What follows belongs to an exercise in optimizing a design on an open flow for small area; a production flow would make more cautious choices. The RTL was checked by simulation tests, not by an equivalence proof against the original design. The flow treats the clock pin as an ideal source. Dropping or thinning the clock tree relies on that and would not hold on a real chip.

Setup of oak:
==> flow/design.v <==
module top (
    input  logic clk,
    input  logic rst,
    input  logic start_i,
    input  logic stop_i,
    input  logic split_i,
    output logic[7:0] dec_cat,
    output logic[7:0] an
);
    logic [2:0] noisy;
    logic [2:0] smp, clean;
    logic [3:0] cnt [3];
    assign noisy = {split_i, stop_i, start_i};
    genvar g;
    generate
        for (g = 0; g < 3; g++) begin : deb
            always_ff @(posedge clk)
                smp[g] <= noisy[g];
            always_ff @(posedge clk) begin
                if (rst || (noisy[g] == smp[g] && &cnt[g]))
                    clean[g] <= noisy[g];
                if (rst || noisy[g] != smp[g])
                    cnt[g] <= 4'd0;
                else if (!(&cnt[g]))
                    cnt[g] <= cnt[g] + 4'd1;
            end
        end
    endgenerate
    logic [1:0] bst [3];
    logic [2:0] press;
    generate
        for (g = 0; g < 3; g++) begin : btn
            always_ff @(posedge clk) begin
                if (rst)
                    bst[g] <= 2'b00;
                else begin
                    bst[g][0] <= !bst[g][1] && (bst[g][0] || clean[g]);
                    bst[g][1] <= bst[g][0] && (bst[g][1] || !clean[g]);
                end
            end
            assign press[g] = bst[g][1] && !bst[g][0];
        end
    endgenerate
    logic run, split;
    always_ff @(posedge clk or posedge rst) begin
        if (rst)
            split <= 1'b0;
        else if (run && press[2])
            split <= !split;
    end
    always_ff @(posedge clk) begin
        if (rst)
            run <= 1'b0;
        else if (!run)
            run <= press[0];
        else if (!split && !press[2] && press[1])
            run <= 1'b0;
    end
    logic [1:0] ph;
    logic       scan_go;
    logic [5:0] c61;
    logic [1:0] k4;
    logic       blink;
    logic       tick;
    assign tick  = !ph[0];
    assign k4    = ph - c61[1:0];
    assign blink = k4[1] ^ k4[0];
    always_ff @(posedge clk) begin
        if (rst) begin
            ph      <= 2'd0;
            scan_go <= 1'b0;
            c61     <= 6'd0;
        end else begin
            ph      <= ph + 2'd1;
            scan_go <= (ph == 2'd3);
            c61     <= (c61 == 6'd60) ? 6'd0 : c61 + 6'd1;
        end
    end
    logic [3:0] pre;
    logic       carry;
    assign carry = pre[3] & pre[1];
    always_ff @(posedge clk) begin
        if (rst)
            pre <= 4'd0;
        else if (tick && run)
            pre <= carry ? 4'd1 : pre + 4'd1;
    end
    logic [3:0] cs0, cs1, s0, m0, h0, h1;
    logic [2:0] s1, m1;
    logic e0, e1, e2, e3, e4, e5, e6, e7;
    function automatic logic [3:0] inc10(input logic [3:0] d);
        inc10[0] = !d[0];
        inc10[1] = (d[1] ^ d[0]) & !d[3];
        inc10[2] = d[2] ^ (d[1] & d[0]);
        inc10[3] = d[3] ? !d[0] : (d[2] & d[1] & d[0]);
    endfunction
    function automatic logic [2:0] inc6(input logic [2:0] d);
        inc6[0] = !d[0];
        inc6[1] = (d[1] ^ d[0]) & !d[2];
        inc6[2] = d[2] ? !d[0] : (d[1] & d[0]);
    endfunction
    assign e0 = tick && carry;
    assign e1 = e0 && cs0[3] && cs0[0];
    assign e2 = e1 && cs1[3] && cs1[0];
    assign e3 = e2 && s0[3]  && s0[0];
    assign e4 = e3 && s1[2]  && s1[0];
    assign e5 = e4 && m0[3]  && m0[0];
    assign e6 = e5 && m1[2]  && m1[0];
    assign e7 = e6 && h0[3]  && h0[0];
    always_ff @(posedge clk or posedge rst) begin
        if (rst) begin
            cs0 <= '0; cs1 <= '0; s0 <= '0; s1 <= '0;
            m0  <= '0; m1  <= '0; h0 <= '0; h1 <= '0;
        end else begin
            if (e0) cs0 <= inc10(cs0);
            if (e1) cs1 <= inc10(cs1);
            if (e2) s0  <= inc10(s0);
            if (e3) s1  <= inc6(s1);
            if (e4) m0  <= inc10(m0);
            if (e5) m1  <= inc6(m1);
            if (e6) h0  <= inc10(h0);
            if (e7) h1  <= inc10(h1);
        end
    end
    logic [3:0] dcs0, dcs1, ds0, dm0, dh0, dh1;
    logic [2:0] ds1, dm1;
    always_ff @(posedge clk or posedge rst) begin
        if (rst)
            dh1 <= '0;
        else if (tick && !split)
            dh1 <= h1;
    end
    always_ff @(posedge clk) begin
        if (rst || (tick && !split)) begin
            dcs0 <= cs0; dcs1 <= cs1; ds0 <= s0; ds1 <= s1;
            dm0  <= m0;  dm1  <= m1;  dh0 <= h0;
        end
    end
    logic [2:0] sel;
    always_ff @(posedge clk or posedge rst) begin
        if (rst)
            sel <= 3'd0;
        else if (scan_go)
            sel <= sel + 3'd1;
    end
    logic       lit;
    logic [3:0] digit;
    logic [6:0] seg;
    assign lit = !split || blink;
    always_comb begin
        case (sel)
            3'd0:    digit = dh1;
            3'd1:    digit = dh0;
            3'd2:    digit = {1'b0, dm1};
            3'd3:    digit = dm0;
            3'd4:    digit = {1'b0, ds1};
            3'd5:    digit = ds0;
            3'd6:    digit = dcs1;
            default: digit = dcs0;
        endcase
    end
    logic A, B, C, D;
    assign {A, B, C, D} = digit;
    assign seg = ~{A | (B ^ C) | (C & !D),
                   A | (!C & !D) | (B & !C) | (B & !D),
                   (!B & !D) | (C & !D),
                   A | (!B & !D) | (!B & C) | (C & !D) | (B & !C & D),
                   B | !C | D,
                   !B | !(C ^ D),
                   A | C | !(B ^ D)};
    assign dec_cat = {seg, !(lit && sel[0] && sel != 3'd7)};
    assign an      = lit ? ~(8'b1000_0000 >> sel) : 8'hFF;
endmodule
Settings: LEC_CHECK=0, CAP_MARGIN=20, CORE_MARGIN=2, CORE_UTILIZATION=40, SLEW_MARGIN=20; clock period 10.0 ns.
standard.sh (not shown) runs the stock make flow with config.mk's settings and CLKGATE_MAP_FILE= SYNTH_SCRIPT=/design/flow/synth_recipe.tcl, a recipe that flattens the netlist after the stock synthesis.
==> flow/flow/run.sh <==
#!/bin/bash
# Own layout flow: the standard ORFS flow (standard.sh) with these changes:
#  - synthesis: the standard script, but the combinational logic is mapped by
#    the best of several area-oriented ABC scripts (flow/synth.tcl), and no
#    half/full adder cells are extracted (ABC maps that logic too);
#  - every port still gets a buffer, but the smallest one (buf_1);
#  - clock tree: no dummy loads, small clock buffers.
# make's full output goes to flow.log in the work folder; ORFS keeps each
# step's own log under orfs/logs/.
set -euo pipefail
cd "$(dirname "$0")/.."
bash standard.sh \
  SYNTH_SCRIPT="$PWD/flow/synth.tcl" \
  ADDER_MAP_FILE= \
  "BUFFER_PORTS_ARGS=-buffer_cell sky130_fd_sc_hd__buf_1" \
  "CTS_ARGS=-sink_clustering_enable -repair_clock_nets -dont_use_dummy_load -sink_clustering_size 20 -sink_clustering_max_diameter 60 -buf_list sky130_fd_sc_hd__clkbuf_4 -root_buf sky130_fd_sc_hd__clkbuf_4 -tree_buf sky130_fd_sc_hd__clkbuf_4" \
  "POST_CTS_TCL=$PWD/flow/post_cts.tcl" \
  finish > flow.log 2>&1
==> flow/flow/post_cts.tcl <==
set margin_ns 0.115
set sizes {sky130_fd_sc_hd__clkbuf_4 sky130_fd_sc_hd__clkbuf_8 sky130_fd_sc_hd__clkbuf_16}

set block [ord::get_db_block]
set db [ord::get_db]
set clk_net [[$block findBTerm clk] getNet]

# the clock sinks: flop clock pins reached through the CTS buffers
proc clock_sinks {net} {
  set sinks {}
  set bufs {}
  foreach it [$net getITerms] {
    if {[$it isOutputSignal]} continue
    set inst [$it getInst]
    set m [[$inst getMaster] getName]
    if {[string match *clkbuf* $m] || [string match *clkinv* $m]} {
      lappend bufs $inst
      foreach ot [$inst getITerms] {
        if {[$ot isOutputSignal]} {
          lassign [clock_sinks [$ot getNet]] s b
          set sinks [concat $sinks $s]
          set bufs [concat $bufs $b]
        }
      }
    } else {
      lappend sinks $it
    }
  }
  return [list $sinks $bufs]
}
lassign [clock_sinks $clk_net] sinks bufs
puts "clock tree: [llength $sinks] sinks, [llength $bufs] CTS buffers"
foreach it $sinks {
  set inst [$it getInst]
  if {[string match *clkbuf* [[$inst getMaster] getName]]} { error "unexpected sink" }
}

# remove the CTS buffers and their nets
foreach b $bufs {
  foreach it [$b getITerms] {
    set n [$it getNet]
    if {$n ne "NULL" && [$n getName] ne [$clk_net getName] && [$it isOutputSignal]} {
      foreach s [$n getITerms] { $s disconnect }
      odb::dbNet_destroy $n
    }
  }
  odb::dbInst_destroy $b
}

# split the sinks into 3 equal strips by x
set pts {}
set idx 0
foreach it $sinks {
  set bb [[$it getInst] getBBox]
  lappend pts [list [expr {([$bb xMin] + [$bb xMax]) / 2.0}] [expr {([$bb yMin] + [$bb yMax]) / 2.0}] $idx]
  incr idx
}
set groups {}
set s [lsort -real -index 0 $pts]
set n [llength $s]
for {set k 0} {$k < 3} {incr k} {
  lappend groups [lrange $s [expr {$k * $n / 3}] [expr {($k + 1) * $n / 3 - 1}]]
}
set nclusters [llength $groups]
set assign [lrepeat [llength $sinks] 0]
set cent {}
set k 0
foreach g $groups {
  set sx 0.0; set sy 0.0
  foreach p $g {
    lset assign [lindex $p 2] $k
    set sx [expr {$sx + [lindex $p 0]}]; set sy [expr {$sy + [lindex $p 1]}]
  }
  lappend cent [list [expr {$sx / [llength $g]}] [expr {$sy / [llength $g]}]]
  incr k
}

# one buffer per cluster, at the cluster's centre
set cbufs {}
for {set k 0} {$k < $nclusters} {incr k} {
  set master [$db findMaster [lindex $sizes 0]]
  set inst [odb::dbInst_create $block $master "clkbuf_l_$k"]
  set net [odb::dbNet_create $block "clknet_l_$k"]
  $net setSigType CLOCK
  [$inst findITerm A] connect $clk_net
  [$inst findITerm X] connect $net
  foreach it $sinks a $assign {
    if {$a == $k} { $it connect $net }
  }
  set c [lindex $cent $k]
  $inst setLocation [expr {int([lindex $c 0])}] [expr {int([lindex $c 1])}]
  $inst setPlacementStatus PLACED
  lappend cbufs $inst
}
detailed_placement

for {set pass 0} {$pass < 4} {incr pass} {
  estimate_parasitics -placement
  set changed 0
  foreach inst $cbufs {
    set name [$inst getName]
    set m [[$inst getMaster] getName]
    set y [get_pins $name/X]
    set s [expr {max([get_property $y slew_max_rise], [get_property $y slew_max_fall])}]
    puts "clock buffer $name $m slew $s"
    set i [lsearch -exact $sizes $m]
    if {$s > $margin_ns && $i < [llength $sizes] - 1} {
      replace_cell $name [lindex $sizes [expr {$i + 1}]]
      set changed 1
    }
  }
  if {!$changed} break
  detailed_placement
}
check_placement -verbose
Other scripts of this flow, unchanged in this note and not shown: flow/flow/abc1.script, flow/flow/abc10.script, flow/flow/abc11.script, flow/flow/abc2.script, flow/flow/abc3.script, flow/flow/abc4.script, flow/flow/abc5.script, flow/flow/abc6.script, flow/flow/abc7.script, flow/flow/abc8.script, flow/flow/abc9.script, flow/flow/synth.tcl
No stage failed in oak, and the final checks on the layout all came back clean.
Setup changes, oak to pine
==> flow/flow/abc12.script (new file) <==
&get -n
&st
&deepsyn -I 4 -T 60
&nf -R 1000
&put
mfs2
strash
&get -n
&st
&dch -f
&nf -R 1000
&put
topo
==> flow/flow/abc13.script (new file) <==
&get -n
&st
&deepsyn -I 2 -T 30
&nf -R 1000
&put
mfs2
strash
&get -n
&st
&dch -f
&nf -R 1000
&put
topo
--- outcome ---
pine has completed all stages; timing, DRC and antenna checks passed. Looking at synthesized cell count, pine sits about 4.5% higher than oak does. Where worst max-slew margin expressed relative to the limit is concerned, oak is outperformed by pine. For the global-route wire length before repair, pine came in 7.5% higher than oak did.
> inputs changed (pine -> birch)
-- flow/flow/post_cts.tcl --
<<< pine, line 1
set margin_ns 0.115
>>> birch, line 1
set margin_ns 0.100
<<< pine, line 50
# split the sinks into 3 equal strips by x
>>> birch, line 50
# split the sinks into 4 equal clusters: halves by x, then each half by y
<<< pine, line 58
>>> birch, line 58
proc halves {pts axis} {
  set s [lsort -real -index $axis $pts]
  set h [expr {[llength $s] / 2}]
  return [list [lrange $s 0 [expr {$h - 1}]] [lrange $s $h end]]
}
<<< pine, line 59
set s [lsort -real -index 0 $pts]
set n [llength $s]
for {set k 0} {$k < 3} {incr k} {
  lappend groups [lrange $s [expr {$k * $n / 3}] [expr {($k + 1) * $n / 3 - 1}]]
>>> birch, line 64
foreach half [halves $pts 0] {
  foreach q [halves $half 1] { lappend groups $q }
removed: flow/flow/abc12.script
removed: flow/flow/abc13.script
### Flow results
pine → birch: fmax decreased about 1%; endpoint arrival time on the critical path increased 40 ps; via count decreased about 1%.
No run of this note takes its clock network from TritonCTS; it comes from the design's own scripts or RTL.

==> port drivers added, routing unchanged <==
No port has a modelled driver above. Below, the same layouts with a new extraction and two added sets of constraints.
Step 1: set_driving_cell puts a clkbuf_16 on clk and a buf_2 on each other input, an assumption about the parent block.
Step 2 adds t to the input delays and takes it off the output delays; t is the mean of the earliest and latest rising clock arrival at the registers after step 1. Input paths then give back, and output paths get back, about the clock's delay inside the block.
Slacks: no drivers / after step 1 / after step 2; pairs: no drivers / after step 1.
run | shift t [ns] | setup WS [ns] | latest minus earliest clock arrival (ns) | slew at the worst register clock pin (ns)
oak | 0.232 | 5.491 / 5.432 / 5.664 | 0.008 / 0.008 | 0.12 / 0.12
pine | 0.233 | 5.563 / 5.504 / 5.737 | 0.010 / 0.010 | 0.12 / 0.12
birch | 0.231 | 5.520 / 5.445 / 5.676 | 0.008 / 0.008 | 0.10 / 0.10
After both steps every run listed still meets setup and hold.
